Background: an optimization exercise with open tools, aiming at small area. Do not read the settings as production practice.

== Q ==
==> flow/design.v <==
module calc(input wire clk,
            input wire btnac,
            input wire btnl,
            input wire btnr,
            input wire btnc,
            input wire btnd,
            input wire [15:0] sw,
            output wire [15:0] led);
    reg [15:0] acc;
    reg        btnc_d;
    reg [4:0]  cnt;
    reg        s7;       
    reg        cf;       
    assign led = acc;
    wire press = btnc & ~btnc_d;
    wire act   = press | (cnt != 5'd0);
    wire [1:0] hL, hC, hR, hYE, hP, hNN;
    wire CE, fill, mul, lsl;
    wire [2:0] op = {btnl, btnr, btnd};
    wire clr_n = ~btnac;
    wire a = acc[15];
    wire l = op[2], r = op[1], d = op[0];
    wire [3:0] k = cnt[4:1];
    wire ph  = cnt[0];
    wire big = |sw[15:5];
    wire kz  = (k == 4'd0);
    wire k1  = (k == 4'd1);
    wire k2  = (k == 4'd2);
    wire sh      = ~l & ~r;
    assign lsl   = sh & d;
    wire addsub  = ~l & r;
    wire sub     = addsub & d;
    assign mul   = l & ~r & ~d;
    wire logic_  = l & (r | d);
    wire nn      = l & (r ^ d);
    wire nor_    = l & ~r & d;
    wire [5:0] lt;
    assign lt[0] = 1'b0;
    genvar j;
    for (j = 0; j < 5; j = j + 1) begin : g_lt
        assign lt[j+1] = (~cnt[j] & sw[j]) | (~cnt[j] & lt[j]) | (sw[j] & lt[j]);
    end
    wire shgo = ~big & lt[5];
    wire clr  = sh & (big | (d & sw[4]));
    wire R    = sh & ~d & shgo;
    wire L    = mul | (lsl & shgo);
    wire YE   = (mul & a) | (addsub & k1) | (logic_ & kz);
    assign CE = (mul & a) | (addsub & k1);
    wire P    = (sub & (kz | k2)) | (nor_ & kz);
    wire NN   = nn & kz;
    assign fill = a & ~cnt[4];
    wire run = act & clr_n;
    wire lo  = run & (sh | ~ph);
    wire hi  = run & (sh | ph);
    wire nc  = clr | L | R;
    assign hL  = {hi & L,  lo & L};
    assign hR  = {hi & R,  lo & R};
    assign hC  = {clr_n & ~(hi & nc), clr_n & ~(lo & nc)};
    assign hYE = {hi & YE, lo & YE};
    assign hP  = {hi & P,  lo & P};
    assign hNN = {hi & NN, lo & NN};
    wire [3:0] k_m = cnt[4:1];
    wire [15:0] ge;
    wire [3:0] kp = k_m | {4{~mul}};
    wire [3:0] t2 = {kp[1] & kp[0], kp[1], kp[1] | kp[0], 1'b1};
    wire [7:0] t3 = {t2 & {4{kp[2]}}, t2 | {4{kp[2]}}};
    assign ge = {t3 & {8{kp[3]}}, t3 | {8{kp[3]}}};
    wire [16:0] cn;      
    wire [15:0] nxt;
    wire c8n;
    assign cn[0] = ~hP[0];
    assign cn[8] = ~((cf & ~btnac) | hP[1]);
    genvar i;
    for (i = 0; i < 16; i = i + 1) begin : g_bit
        localparam integer H = i / 8;
        wire con;
        calc_bit u_bit (.xl((i == 0) ? 1'b0 : (i == 8) ? (lsl ? acc[7] : s7) : acc[i-1]), .xc(acc[i]),
                        .xr((i == 15) ? fill : acc[i+1]),
                        .sl(hL[H]), .sc(hC[H]), .sr(hR[H]), .b(sw[i]), .g(ge[i]), .ye(hYE[H]),
                        .cin_n(cn[i]), .nn(hNN[H]), .gn((i == 15) ? 1'b0 : ge[i+1]), .ce(CE),
                        .p(hP[H]), .q(nxt[i]), .cout_n(con));
        if (i == 7) begin : g_c7
            assign c8n = ~con;
        end else if (i != 15) begin : g_c
            assign cn[i+1] = con;
        end
    end
    always @(posedge clk) begin
        btnc_d <= btnc;
        s7 <= acc[7];
        cf <= c8n;
        if (btnac) cnt <= 5'd0;
        else if (act) cnt <= cnt + 5'd1;
        acc <= nxt;
    end
endmodule
module calc_bit(input wire xl, xc, xr, sl, sc, sr, b, g, ye, cin_n, nn, gn, ce, p,
                output wire q, cout_n);
    wire xn = ~((sl & xl) | (sc & xc) | (sr & xr));
    wire yn = ~(b & g & ye);
    wire sn = xn ^ yn ^ cin_n;
    wire con = (xn & yn) | (xn & cin_n) | (yn & cin_n);
    assign q = nn ? con : ~sn;
    assign cout_n = ~((~con & gn & ce) | p);
endmodule
==> flow/config.mk <==
export PLATFORM = sky130hd
export DESIGN_NAME = calc
export DESIGN_NICKNAME = calc
export VERILOG_FILES = /design/flow/design.v
export SDC_FILE = /design/flow/constraint.sdc
export NUM_CORES = 4
export LEC_CHECK = 0
export ABC_AREA = 0
export ABC_CLOCK_PERIOD_IN_PS = 10000
export CAP_MARGIN = 20
export CORE_MARGIN = 2
export CORE_UTILIZATION = 60
export CTS_BUF_LIST = sky130_fd_sc_hd__clkbuf_8
export SLEW_MARGIN = 20
export SYNTH_HIERARCHICAL = 1
export SYNTH_MINIMUM_KEEP_SIZE = 0
==> flow/constraint.sdc <==
create_clock -name core_clock -period 10.0 [get_ports {clk}]
set_input_delay 2.0000 -clock core_clock [delete_from_list [all_inputs] [get_ports {clk}]]
set_output_delay 2.0000 -clock core_clock [all_outputs]
set_load 0.01 [all_outputs]
standard.sh (not shown) runs the stock make flow with config.mk's settings and CLKGATE_MAP_FILE= SYNTH_SCRIPT=/design/flow/synth_recipe.tcl, a recipe that flattens the netlist after the stock synthesis.
==> flow/flow/run.sh <==
#!/bin/bash
# Standard layout, with two changes: the port buffers are the smallest
# buffer cell, and after floorplan every combinational cell gets the smallest
# drive strength that keeps timing (flow/downsize.tcl).
export BUFFER_PORTS_ARGS="-buffer_cell sky130_fd_sc_hd__buf_1"
export POST_FLOORPLAN_TCL="$PWD/flow/downsize.tcl"
export CTS_ARGS="-sink_clustering_enable -repair_clock_nets -dont_use_dummy_load -buf_list sky130_fd_sc_hd__clkbuf_8"
bash standard.sh > standard.log 2>&1
==> flow/flow/downsize.tcl <==
# Run at the end of floorplan: give every combinational cell the smallest
# drive strength of its kind (drive 1) unless that lowers the worst setup
# slack by more than 20 ps.
set base_ws [sta::worst_slack_cmd max]
set n 0
foreach inst [get_cells *] {
  set ref [get_property $inst ref_name]
  if {![regexp {^(sky130_fd_sc_hd__[a-z0-9]+)_([0-9]+)$} $ref -> base drv]} { continue }
  if {[regexp {df|dl|clk|tap|fill|decap|conb|buf|inv} $base]} { continue }
  if {$drv <= 1} { continue }
  set cand [get_lib_cells -quiet */${base}_1]
  if {[llength $cand] == 0} { continue }
  replace_cell $inst [lindex $cand 0]
  if {[sta::worst_slack_cmd max] < $base_ws - 20e-12} {
    replace_cell $inst [lindex [get_lib_cells */$ref] 0]
  } else {
    incr n
  }
}
puts "downsize: $n cells set to drive 1, worst slack [sta::worst_slack_cmd max] (was $base_ws)"
Here is what was changed in the inputs of P compared with Q.
-- flow/flow/run.sh --
<<< Q, line 7
export CTS_ARGS="-sink_clustering_enable -repair_clock_nets -dont_use_dummy_load -buf_list sky130_fd_sc_hd__clkbuf_8"
>>> P, line 7
export CTS_ARGS="-sink_clustering_enable -repair_clock_nets -dont_use_dummy_load -buf_list sky130_fd_sc_hd__clkbuf_8 -sink_clustering_size 30 -sink_clustering_max_diameter 300"
Routed length on met3 of Q is on par with P. Taking Q as the reference, in P number of placement rows comparable; effective utilization at floorplan comparable. Cell area: P vs Q identical. P -> Q: post-detailed-routing wire length delta 0, exact match.
No run of this note included a check of the RTL's function; only the layout flow was run.

[separate check: timing with driven ports]
How much do the figures lean on ideal ports? The routed layouts below were timed once more, with nothing changed but the port constraints.
Step 1: set_driving_cell puts a clkbuf_16 on clk and a buf_2 on each other input, an assumption about the parent block.
Step 2, shift: input delay + t, output delay - t, t = (earliest + latest rising clock arrival at the registers) / 2. This alone moves slack from input paths to output paths.
a / b / c = ideal ports / drivers / drivers and shift; a / b = the first two.
| run | t, ns | setup WS [ns] | worst setup path at the end | worst slew at a driven data input, ns | cell pins on the clock port's net |
|---|---|---|---|---|---|
| Q | 0.286 | 1.256 / 1.257 / 0.971 | input to register | 0.03 | 1 |
| P | 0.286 | 1.256 / 1.257 / 0.971 | input to register | 0.03 | 1 |
After both steps every run listed still meets setup and hold.
